Source: an optimization exercise on an open RTL-to-GDS flow (aim: small area, a short achievable clock period and few clock cycles). Production flows keep margins and buffers that such runs may drop.
Where RTL was checked, it was by simulation tests only, not by an equivalence proof against the original.
Power is estimated from default activity; no workload was simulated.

==> module top, before the edit <==
module top(
    input clk,              
    input rst,              
    input cyc,              
    input stb,              
    input we,               
    input [3:0] wb_sel,     
    input [31:0] adr,       
    input [31:0] dat_mosi,  
    output [31:0] dat_miso,  
    output reg ack,             
    output reg err              
);
reg [71:0] A, B;
reg [7:0] rdata;
reg [2:0] tgt_row, tgt_col;    
reg [4:0] tag;                 
reg fresh;                     
reg missed;                    
reg wv;                        
reg [4:0] wa;
reg [7:0] wd;
reg rst_q;
assign dat_miso = {24'b0, rdata};
wire req      = cyc & stb;
wire adr_hi0  = ~|adr[31:5];
wire [4:0] a5 = adr[4:0];
wire lo_ab    = a5 < 5'd18;
wire lo_c     = (a5 >= 5'd18) & (a5 < 5'd27);
wire in_ab    = adr_hi0 & lo_ab;
wire in_c     = adr_hi0 & lo_c;
wire wr       = req & we & wb_sel[0];
wire rd       = req & ~we;
wire wr_ab    = wr & in_ab;
wire rd_c     = rd & in_c;
reg [2:0] r_row, r_col;
always @(*) begin
    case (a5)
        5'd18: begin r_row = 3'b001; r_col = 3'b001; end
        5'd19: begin r_row = 3'b001; r_col = 3'b010; end
        5'd20: begin r_row = 3'b001; r_col = 3'b100; end
        5'd21: begin r_row = 3'b010; r_col = 3'b001; end
        5'd22: begin r_row = 3'b010; r_col = 3'b010; end
        5'd23: begin r_row = 3'b010; r_col = 3'b100; end
        5'd24: begin r_row = 3'b100; r_col = 3'b001; end
        5'd25: begin r_row = 3'b100; r_col = 3'b010; end
        default: begin r_row = 3'b100; r_col = 3'b100; end
    endcase
end
wire [2:0] nn_col = {r_col[0], r_col[2:1]};
wire [2:0] nn_row = r_col[0] ? r_row : {r_row[1:0], r_row[2]};
reg [4:0] tgt_adr;
always @(*) begin
    case ({tgt_row, tgt_col})
        6'b001_001: tgt_adr = 5'd18;
        6'b001_010: tgt_adr = 5'd19;
        6'b001_100: tgt_adr = 5'd20;
        6'b010_001: tgt_adr = 5'd21;
        6'b010_010: tgt_adr = 5'd22;
        6'b010_100: tgt_adr = 5'd23;
        6'b100_001: tgt_adr = 5'd24;
        6'b100_010: tgt_adr = 5'd25;
        6'b100_100: tgt_adr = 5'd26;
        default:    tgt_adr = 5'd0;
    endcase
end
wire [2:0] tag_row = (tag < 5'd21) ? 3'b001 : (tag < 5'd24) ? 3'b010 : 3'b100;
wire [2:0] tag_col = (tag == 5'd18 || tag == 5'd21 || tag == 5'd24) ? 3'b001 :
                     (tag == 5'd19 || tag == 5'd22 || tag == 5'd25) ? 3'b010 : 3'b100;
function touches;
    input [4:0] x;
    input [2:0] row, col;
    begin
        if (x < 5'd9)
            touches = (x < 5'd3) ? row[0] : (x < 5'd6) ? row[1] : row[2];
        else if (x == 5'd9 || x == 5'd12 || x == 5'd15)
            touches = col[0];
        else if (x == 5'd10 || x == 5'd13 || x == 5'd16)
            touches = col[1];
        else
            touches = col[2];
    end
endfunction
wire hit = (a5 == tag) & fresh & ~(wv & touches(wa, tag_row, tag_col));
wire [7:0] c;
matrix_mult mm_inst(.clk(clk), .A(A), .B(B), .row(tgt_row), .col(tgt_col), .c(c));
always @(posedge clk or posedge rst) begin
    if (rst) begin
        ack <= 1'b0;
        err <= 1'b0;
        tgt_row <= 3'b000;
        tgt_col <= 3'b000;
        tag <= 5'd0;
        fresh <= 1'b0;
        missed <= 1'b0;
        wv <= 1'b0;
    end else begin
        ack <= wr_ab | (rd_c & hit);
        err <= (wr & ~in_ab) | (rd & ~in_c);
        tag <= tgt_adr;
        fresh <= ~((wv & touches(wa, tgt_row, tgt_col)) | rst_q);
        missed <= rd_c & ~hit;
        wv <= wr_ab;
        if (wr) begin
            tgt_row <= 3'b001;
            tgt_col <= (a5 == 5'd17) ? 3'b010 : 3'b001;
        end else if (rd & lo_c) begin
            tgt_row <= missed ? r_row : nn_row;
            tgt_col <= missed ? r_col : nn_col;
        end
    end
end
always @(posedge clk or posedge rst) begin
    if (rst)
        rst_q <= 1'b1;
    else
        rst_q <= 1'b0;
end
always @(posedge clk) begin
    wa <= a5;
    wd <= dat_mosi[7:0];
end
always @(posedge clk)
    rdata <= c;
wire [7:0] sdata = rst_q ? 8'b0 : wd;
integer e;
always @(posedge clk) begin
    for (e = 0; e < 9; e = e + 1) begin
        if (rst_q | (wv & (wa == e)))     A[e*8+:8] <= sdata;
        if (rst_q | (wv & (wa == e + 9))) B[e*8+:8] <= sdata;
    end
end
endmodule
Settings: LEC_CHECK=0, CAP_MARGIN=20, CORE_MARGIN=2, CORE_UTILIZATION=40, SLEW_MARGIN=20; clock period 10.0 ns.
standard.sh (not shown) runs the stock make flow with config.mk's settings and CLKGATE_MAP_FILE= SYNTH_SCRIPT=/design/flow/synth_recipe.tcl, a recipe that flattens the netlist after the stock synthesis.
==> flow/flow/run.sh <==
#!/bin/bash
bash standard.sh SETUP_SLACK_MARGIN=7 \
  "BUFFER_PORTS_ARGS=-buffer_cell sky130_fd_sc_hd__buf_1" \
  "CTS_ARGS=-sink_clustering_enable -repair_clock_nets -buf_list sky130_fd_sc_hd__clkbuf_16 -sink_clustering_size 30 -sink_clustering_max_diameter 150 -dont_use_dummy_load" \
  finish > standard.log 2>&1
The baseline finished with timing, DRC and antenna clean.
==> next run, changes <==
--- a/flow/design.v
+++ b/flow/design.v
@@ -263,31 +263,31 @@
     output reg ack,             
     output reg err              
 );
 reg [71:0] A, B;
 reg [7:0] rdata;
 reg [2:0] tgt_row, tgt_col;    
+reg [4:0] tgt_adr;             
 reg [4:0] tag;                 
 reg fresh;                     
-reg missed;                    
 reg wv;                        
 reg [4:0] wa;
 reg [7:0] wd;
 reg rst_q;
 assign dat_miso = {24'b0, rdata};
 wire req      = cyc & stb;
 wire adr_hi0  = ~|adr[31:5];
 wire [4:0] a5 = adr[4:0];
-wire lo_ab    = a5 < 5'd18;
-wire lo_c     = (a5 >= 5'd18) & (a5 < 5'd27);
-wire in_ab    = adr_hi0 & lo_ab;
-wire in_c     = adr_hi0 & lo_c;
+wire in_ab    = adr_hi0 & (a5 < 5'd18);
+wire in_c     = adr_hi0 & (a5 >= 5'd18) & (a5 < 5'd27);
 wire wr       = req & we & wb_sel[0];
 wire rd       = req & ~we;
 wire wr_ab    = wr & in_ab;
 wire rd_c     = rd & in_c;
+wire hit = (a5 == tag) & fresh;
+wire rd_c_lo  = rd & (a5 >= 5'd18) & (a5 < 5'd27);
 reg [2:0] r_row, r_col;
 always @(*) begin
     case (a5)
         5'd18: begin r_row = 3'b001; r_col = 3'b001; end
         5'd19: begin r_row = 3'b001; r_col = 3'b010; end
         5'd20: begin r_row = 3'b001; r_col = 3'b100; end
@@ -296,32 +296,15 @@
         5'd23: begin r_row = 3'b010; r_col = 3'b100; end
         5'd24: begin r_row = 3'b100; r_col = 3'b001; end
         5'd25: begin r_row = 3'b100; r_col = 3'b010; end
         default: begin r_row = 3'b100; r_col = 3'b100; end
     endcase
 end
-wire [2:0] nn_col = {r_col[0], r_col[2:1]};
-wire [2:0] nn_row = r_col[0] ? r_row : {r_row[1:0], r_row[2]};
-reg [4:0] tgt_adr;
-always @(*) begin
-    case ({tgt_row, tgt_col})
-        6'b001_001: tgt_adr = 5'd18;
-        6'b001_010: tgt_adr = 5'd19;
-        6'b001_100: tgt_adr = 5'd20;
-        6'b010_001: tgt_adr = 5'd21;
-        6'b010_010: tgt_adr = 5'd22;
-        6'b010_100: tgt_adr = 5'd23;
-        6'b100_001: tgt_adr = 5'd24;
-        6'b100_010: tgt_adr = 5'd25;
-        6'b100_100: tgt_adr = 5'd26;
-        default:    tgt_adr = 5'd0;
-    endcase
-end
-wire [2:0] tag_row = (tag < 5'd21) ? 3'b001 : (tag < 5'd24) ? 3'b010 : 3'b100;
-wire [2:0] tag_col = (tag == 5'd18 || tag == 5'd21 || tag == 5'd24) ? 3'b001 :
-                     (tag == 5'd19 || tag == 5'd22 || tag == 5'd25) ? 3'b010 : 3'b100;
+wire [2:0] n_col = {tgt_col[1:0], tgt_col[2]};
+wire [2:0] n_row = tgt_col[2] ? {tgt_row[1:0], tgt_row[2]} : tgt_row;
+wire [4:0] n_adr = (tgt_adr == 5'd26) ? 5'd18 : tgt_adr + 5'd1;
 function touches;
     input [4:0] x;
     input [2:0] row, col;
     begin
         if (x < 5'd9)
             touches = (x < 5'd3) ? row[0] : (x < 5'd6) ? row[1] : row[2];
@@ -330,38 +313,40 @@
         else if (x == 5'd10 || x == 5'd13 || x == 5'd16)
             touches = col[1];
         else
             touches = col[2];
     end
 endfunction
-wire hit = (a5 == tag) & fresh & ~(wv & touches(wa, tag_row, tag_col));
+wire touch_now = wr & touches(a5, tgt_row, tgt_col);
+wire touch_pend = wv & touches(wa, tgt_row, tgt_col);
 wire [7:0] c;
 matrix_mult mm_inst(.clk(clk), .A(A), .B(B), .row(tgt_row), .col(tgt_col), .c(c));
 always @(posedge clk or posedge rst) begin
     if (rst) begin
         ack <= 1'b0;
         err <= 1'b0;
         tgt_row <= 3'b000;
         tgt_col <= 3'b000;
+        tgt_adr <= 5'd0;
         tag <= 5'd0;
         fresh <= 1'b0;
-        missed <= 1'b0;
         wv <= 1'b0;
     end else begin
         ack <= wr_ab | (rd_c & hit);
         err <= (wr & ~in_ab) | (rd & ~in_c);
         tag <= tgt_adr;
-        fresh <= ~((wv & touches(wa, tgt_row, tgt_col)) | rst_q);
-        missed <= rd_c & ~hit;
+        fresh <= ~(touch_now | touch_pend | rst_q);
         wv <= wr_ab;
         if (wr) begin
             tgt_row <= 3'b001;
             tgt_col <= (a5 == 5'd17) ? 3'b010 : 3'b001;
-        end else if (rd & lo_c) begin
-            tgt_row <= missed ? r_row : nn_row;
-            tgt_col <= missed ? r_col : nn_col;
+            tgt_adr <= (a5 == 5'd17) ? 5'd19 : 5'd18;
+        end else if (rd_c_lo) begin
+            tgt_row <= hit ? n_row : r_row;
+            tgt_col <= hit ? n_col : r_col;
+            tgt_adr <= hit ? n_adr : a5;
         end
     end
 end
 always @(posedge clk or posedge rst) begin
     if (rst)
         rst_q <= 1'b1;
After rerunning:
- The new run produced a clean layout
- wire length shrinks by 1.1%
- global-route usage grows by 0.24 points
- via count shrinks by 1.9%
- area after synthesis is about the same
- total power grows by 13%
- design area grows by 0.92%
- clock skew shrinks by 0.015 ns
Testbench counts after the change, summed over its fixed seeds: cycles 8,640.
For the first run of this note, only the layout was checked, not whether the RTL still works.

top, a different RTL version from the one above (not shown whole).
Size in the first run: roughly 750 cells after synthesis, roughly 210 flip-flops, ~9900 um^2 of cells after synthesis.
==> module top, before the edit <==
module top(
    input clk,              
    input rst,              
    input cyc,              
    input stb,              
    input we,               
    input [3:0] wb_sel,     
    input [31:0] adr,       
    input [31:0] dat_mosi,  
    output [31:0] dat_miso,  
    output reg ack,             
    output reg err              
);
reg [71:0] A, B;
reg [7:0] rdata;
reg [2:0] tgt_row, tgt_col;    
reg [2:0] tag_row, tag_col;    
reg fresh;                     
reg missed;                    
reg wv;                        
reg [4:0] wa;
reg [7:0] wd;
reg rst_q;
assign dat_miso = {24'b0, rdata};
wire req      = cyc & stb;
wire adr_hi0  = ~|adr[31:5];
wire [4:0] a5 = adr[4:0];
wire lo_ab    = a5 < 5'd18;
wire lo_c     = (a5 >= 5'd18) & (a5 < 5'd27);
wire in_ab    = adr_hi0 & lo_ab;
wire in_c     = adr_hi0 & lo_c;
wire wr       = req & we & wb_sel[0];
wire rd       = req & ~we;
wire wr_ab    = wr & in_ab;
wire rd_c     = rd & in_c;
reg [2:0] r_row, r_col;
always @(*) begin
    case (a5)
        5'd18: begin r_row = 3'b001; r_col = 3'b001; end
        5'd19: begin r_row = 3'b001; r_col = 3'b010; end
        5'd20: begin r_row = 3'b001; r_col = 3'b100; end
        5'd21: begin r_row = 3'b010; r_col = 3'b001; end
        5'd22: begin r_row = 3'b010; r_col = 3'b010; end
        5'd23: begin r_row = 3'b010; r_col = 3'b100; end
        5'd24: begin r_row = 3'b100; r_col = 3'b001; end
        5'd25: begin r_row = 3'b100; r_col = 3'b010; end
        default: begin r_row = 3'b100; r_col = 3'b100; end
    endcase
end
wire [2:0] nn_col = {r_col[0], r_col[2:1]};
wire [2:0] nn_row = r_col[0] ? r_row : {r_row[1:0], r_row[2]};
function touches;
    input [4:0] x;
    input [2:0] row, col;
    begin
        if (x < 5'd9)
            touches = (x < 5'd3) ? row[0] : (x < 5'd6) ? row[1] : row[2];
        else if (x == 5'd9 || x == 5'd12 || x == 5'd15)
            touches = col[0];
        else if (x == 5'd10 || x == 5'd13 || x == 5'd16)
            touches = col[1];
        else
            touches = col[2];
    end
endfunction
wire hit = |(r_row & tag_row) & |(r_col & tag_col) & fresh &
           ~(wv & touches(wa, tag_row, tag_col));
wire [7:0] c;
matrix_mult mm_inst(.clk(clk), .A(A), .B(B), .row(tgt_row), .col(tgt_col), .c(c));
always @(posedge clk or posedge rst) begin
    if (rst) begin
        tgt_row <= 3'b000;
        tgt_col <= 3'b000;
        fresh <= 1'b0;
        missed <= 1'b0;
        wv <= 1'b0;
    end else begin
        fresh <= ~((wv & touches(wa, tgt_row, tgt_col)) | rst_q);
        missed <= rd_c & ~hit;
        wv <= wr_ab;
        if (wr) begin
            tgt_row <= 3'b001;
            tgt_col <= (a5 == 5'd17) ? 3'b010 : 3'b001;
        end else if (rd & lo_c) begin
            tgt_row <= missed ? r_row : nn_row;
            tgt_col <= missed ? r_col : nn_col;
        end
    end
end
always @(posedge clk or posedge rst) begin
    if (rst)
        rst_q <= 1'b1;
    else
        rst_q <= 1'b0;
end
always @(posedge clk) begin
    ack <= wr_ab | (rd_c & hit);
    err <= (wr & ~in_ab) | (rd & ~in_c);
end
always @(posedge clk) begin
    tag_row <= tgt_row;
    tag_col <= tgt_col;
end
always @(posedge clk) begin
    wa <= a5;
    wd <= dat_mosi[7:0];
end
always @(posedge clk)
    rdata <= c;
wire [7:0] sdata = rst_q ? 8'b0 : wd;
integer e;
always @(posedge clk) begin
    for (e = 0; e < 9; e = e + 1) begin
        if (rst_q | (wv & (wa == e)))     A[e*8+:8] <= sdata;
        if (rst_q | (wv & (wa == e + 9))) B[e*8+:8] <= sdata;
    end
end
endmodule
clock: 10.0 ns
lec_check: 0
cap_margin: 20
core_margin: 2
core_utilization: 40
slew_margin: 20
Scripts as last shown in full above: flow/flow/run.sh
The baseline finished clean.
Testbench counts at the start, summed over its fixed seeds: cycles 8,640.
Change:
--- a/flow/design.v
+++ b/flow/design.v
@@ -257,12 +257,12 @@
         5'd24: begin r_row = 3'b100; r_col = 3'b001; end
         5'd25: begin r_row = 3'b100; r_col = 3'b010; end
         default: begin r_row = 3'b100; r_col = 3'b100; end
     endcase
 end
-wire [2:0] nn_col = {r_col[0], r_col[2:1]};
-wire [2:0] nn_row = r_col[0] ? r_row : {r_row[1:0], r_row[2]};
+wire [2:0] n_col = {tgt_col[1:0], tgt_col[2]};
+wire [2:0] n_row = tgt_col[2] ? {tgt_row[1:0], tgt_row[2]} : tgt_row;
 function touches;
     input [4:0] x;
     input [2:0] row, col;
     begin
         if (x < 5'd9)
@@ -292,12 +292,12 @@
         wv <= wr_ab;
         if (wr) begin
             tgt_row <= 3'b001;
             tgt_col <= (a5 == 5'd17) ? 3'b010 : 3'b001;
         end else if (rd & lo_c) begin
-            tgt_row <= missed ? r_row : nn_row;
-            tgt_col <= missed ? r_col : nn_col;
+            tgt_row <= missed ? r_row : n_row;
+            tgt_col <= missed ? r_col : n_col;
         end
     end
 end
 always @(posedge clk or posedge rst) begin
     if (rst)
Clock power drops slightly.
Final area climbs by a few percent.
Clock-buffer cell count stays the same.
Total power climbs by a few percent.
Via count climbs by a few percent.
Final cell count climbs slightly.
Die area barely changes.
Sequential power is about the same.
Utilization climbs by 1.3 points.
Routed wire length climbs by a few percent.
Fmax drops by a few percent.
Synthesized cell count drops slightly.
Worst setup slack got worse by 190 ps.
Only the layout flow was run in the second run of this note; the RTL was not checked for function there.

RTL: one of the versions met above, not the one the previous note started from.
Size in the first run: ~810 cells after synthesis, ~230 flip-flops, ~110 I/O pins, ~11000 sq um of cells after synthesis.
==> module top, before the edit <==
module top(
    input clk,              
    input rst,              
    input cyc,              
    input stb,              
    input we,               
    input [3:0] wb_sel,     
    input [31:0] adr,       
    input [31:0] dat_mosi,  
    output [31:0] dat_miso,  
    output reg ack,             
    output reg err              
);
reg [71:0] A, B;
reg [7:0] rdata;
reg [2:0] tgt_row, tgt_col;    
reg [4:0] tgt_adr;             
reg [4:0] tag;                 
reg fresh;                     
reg wv;                        
reg [4:0] wa;
reg [7:0] wd;
reg rst_q;
assign dat_miso = {24'b0, rdata};
wire req      = cyc & stb;
wire adr_hi0  = ~|adr[31:5];
wire [4:0] a5 = adr[4:0];
wire in_ab    = adr_hi0 & (a5 < 5'd18);
wire in_c     = adr_hi0 & (a5 >= 5'd18) & (a5 < 5'd27);
wire wr       = req & we & wb_sel[0];
wire rd       = req & ~we;
wire wr_ab    = wr & in_ab;
wire rd_c     = rd & in_c;
wire hit = (a5 == tag) & fresh;
wire rd_c_lo  = rd & (a5 >= 5'd18) & (a5 < 5'd27);
reg [2:0] r_row, r_col;
always @(*) begin
    case (a5)
        5'd18: begin r_row = 3'b001; r_col = 3'b001; end
        5'd19: begin r_row = 3'b001; r_col = 3'b010; end
        5'd20: begin r_row = 3'b001; r_col = 3'b100; end
        5'd21: begin r_row = 3'b010; r_col = 3'b001; end
        5'd22: begin r_row = 3'b010; r_col = 3'b010; end
        5'd23: begin r_row = 3'b010; r_col = 3'b100; end
        5'd24: begin r_row = 3'b100; r_col = 3'b001; end
        5'd25: begin r_row = 3'b100; r_col = 3'b010; end
        default: begin r_row = 3'b100; r_col = 3'b100; end
    endcase
end
wire [2:0] n_col = {tgt_col[1:0], tgt_col[2]};
wire [2:0] n_row = tgt_col[2] ? {tgt_row[1:0], tgt_row[2]} : tgt_row;
wire [4:0] n_adr = (tgt_adr == 5'd26) ? 5'd18 : tgt_adr + 5'd1;
function touches;
    input [4:0] x;
    input [2:0] row, col;
    begin
        if (x < 5'd9)
            touches = (x < 5'd3) ? row[0] : (x < 5'd6) ? row[1] : row[2];
        else if (x == 5'd9 || x == 5'd12 || x == 5'd15)
            touches = col[0];
        else if (x == 5'd10 || x == 5'd13 || x == 5'd16)
            touches = col[1];
        else
            touches = col[2];
    end
endfunction
wire touch_now = wr & touches(a5, tgt_row, tgt_col);
wire touch_pend = wv & touches(wa, tgt_row, tgt_col);
wire [7:0] c;
matrix_mult mm_inst(.clk(clk), .A(A), .B(B), .row(tgt_row), .col(tgt_col), .c(c));
always @(posedge clk or posedge rst) begin
    if (rst) begin
        ack <= 1'b0;
        err <= 1'b0;
        tgt_row <= 3'b000;
        tgt_col <= 3'b000;
        tgt_adr <= 5'd0;
        tag <= 5'd0;
        fresh <= 1'b0;
        wv <= 1'b0;
    end else begin
        ack <= wr_ab | (rd_c & hit);
        err <= (wr & ~in_ab) | (rd & ~in_c);
        tag <= tgt_adr;
        fresh <= ~(touch_now | touch_pend | rst_q);
        wv <= wr_ab;
        if (wr) begin
            tgt_row <= 3'b001;
            tgt_col <= (a5 == 5'd17) ? 3'b010 : 3'b001;
            tgt_adr <= (a5 == 5'd17) ? 5'd19 : 5'd18;
        end else if (rd_c_lo) begin
            tgt_row <= hit ? n_row : r_row;
            tgt_col <= hit ? n_col : r_col;
            tgt_adr <= hit ? n_adr : a5;
        end
    end
end
always @(posedge clk or posedge rst) begin
    if (rst)
        rst_q <= 1'b1;
    else
        rst_q <= 1'b0;
end
always @(posedge clk) begin
    wa <= a5;
    wd <= dat_mosi[7:0];
end
always @(posedge clk)
    rdata <= c;
wire [7:0] sdata = rst_q ? 8'b0 : wd;
integer e;
always @(posedge clk) begin
    for (e = 0; e < 9; e = e + 1) begin
        if (rst_q | (wv & (wa == e)))     A[e*8+:8] <= sdata;
        if (rst_q | (wv & (wa == e + 9))) B[e*8+:8] <= sdata;
    end
end
endmodule
export LEC_CHECK = 0
export CAP_MARGIN = 20
export CORE_MARGIN = 2
export CORE_UTILIZATION = 40
export SLEW_MARGIN = 20
create_clock -name core_clock -period 10.0 [get_ports {clk}]
==> flow/flow/run.sh <==
#!/bin/bash
bash standard.sh SETUP_SLACK_MARGIN=7 finish > standard.log 2>&1
The baseline passed the timing, DRC and antenna checks.
Testbench counts at the start, summed over its fixed seeds: cycles 8,640.
Edit:
--- a/flow/design.v
+++ b/flow/design.v
@@ -281,13 +281,12 @@
 wire in_c     = adr_hi0 & (a5 >= 5'd18) & (a5 < 5'd27);
 wire wr       = req & we & wb_sel[0];
 wire rd       = req & ~we;
 wire wr_ab    = wr & in_ab;
 wire rd_c     = rd & in_c;
 wire hit = (a5 == tag) & fresh;
-wire rd_c_lo  = rd & (a5 >= 5'd18) & (a5 < 5'd27);
 reg [2:0] r_row, r_col;
 always @(*) begin
     case (a5)
         5'd18: begin r_row = 3'b001; r_col = 3'b001; end
         5'd19: begin r_row = 3'b001; r_col = 3'b010; end
         5'd20: begin r_row = 3'b001; r_col = 3'b100; end
@@ -313,13 +312,13 @@
         else if (x == 5'd10 || x == 5'd13 || x == 5'd16)
             touches = col[1];
         else
             touches = col[2];
     end
 endfunction
-wire touch_now = wr & touches(a5, tgt_row, tgt_col);
+wire touch_now = wr_ab & touches(a5, tgt_row, tgt_col);
 wire touch_pend = wv & touches(wa, tgt_row, tgt_col);
 wire [7:0] c;
 matrix_mult mm_inst(.clk(clk), .A(A), .B(B), .row(tgt_row), .col(tgt_col), .c(c));
 always @(posedge clk or posedge rst) begin
     if (rst) begin
         ack <= 1'b0;
@@ -337,13 +336,13 @@
         fresh <= ~(touch_now | touch_pend | rst_q);
         wv <= wr_ab;
         if (wr) begin
             tgt_row <= 3'b001;
             tgt_col <= (a5 == 5'd17) ? 3'b010 : 3'b001;
             tgt_adr <= (a5 == 5'd17) ? 5'd19 : 5'd18;
-        end else if (rd_c_lo) begin
+        end else if (rd_c) begin
             tgt_row <= hit ? n_row : r_row;
             tgt_col <= hit ? n_col : r_col;
             tgt_adr <= hit ? n_adr : a5;
         end
     end
 end
Outcome: The changed run went through all stages and came out clean. Synthesized cell count hardly moves. Power falls by 22%. Clock skew rises by 5.2 ps. Critical path depth does not change. Wire length falls by 2.5%. Core utilization falls by 1.1 points. Die area is about the same. Final cell count falls by 1.4%. Sequential share of layout area rises by 0.97 points. Area after synthesis hardly moves. Setup slack gets worse by 54 ps. Flip-flop and latch count stays the same. First-iteration DRC count falls by 28%.
No functional check of the RTL was part of the second run of this note.

port drivers added, routing unchanged:
How much do the figures lean on ideal ports? The routed layouts below were timed once more, with nothing changed but the port constraints. Step 1 (the two cells are an assumption about what drives the block):
set clk [get_ports {clk}]
set_driving_cell -lib_cell sky130_fd_sc_hd__clkbuf_16 $clk
set_driving_cell -lib_cell sky130_fd_sc_hd__buf_2 [delete_from_list [all_inputs] $clk]
Step 2 adds t to the input delays and takes it off the output delays; t is the mean of the earliest and latest rising clock arrival at the registers after step 1. Input paths then give back, and output paths get back, about the clock's delay inside the block. Slacks: no drivers / after step 1 / after step 2; pairs: no drivers / after step 1.
| run | shift t [ns] | setup WS [ns] | hold WS [ns] | worst setup path at the end | cell pins on the clock port's net |
|---|---|---|---|---|---|
| the first run of note 1 | 0.505 | 6.954 / 6.954 / 6.618 | 0.462 / 0.462 / 0.462 | input to register | 1 |
| the second run of note 1 | 0.509 | 6.832 / 6.812 / 6.303 | 0.454 / 0.454 / 0.454 | input to register | 1 |
| the first run of note 2 | 0.506 | 7.036 / 7.006 / 6.510 | 0.339 / 0.339 / 0.339 | input to register | 1 |
| the second run of note 2 | 0.496 | 6.850 / 6.845 / 6.349 | 0.337 / 0.337 / 0.337 | input to register | 1 |
| the first run of note 3 | 0.558 | 6.906 / 6.901 / 6.343 | 0.439 / 0.439 / 0.439 | input to register | 1 |
| the second run of note 3 | 0.548 | 6.852 / 6.867 / 6.319 | 0.456 / 0.456 / 0.456 | input to register | 1 |
After both steps every run listed still meets setup and hold. For the first run of note 3, which loses most, drivers alone change the setup slack by -0.005 ns; drivers and shift together by -0.563 ns.
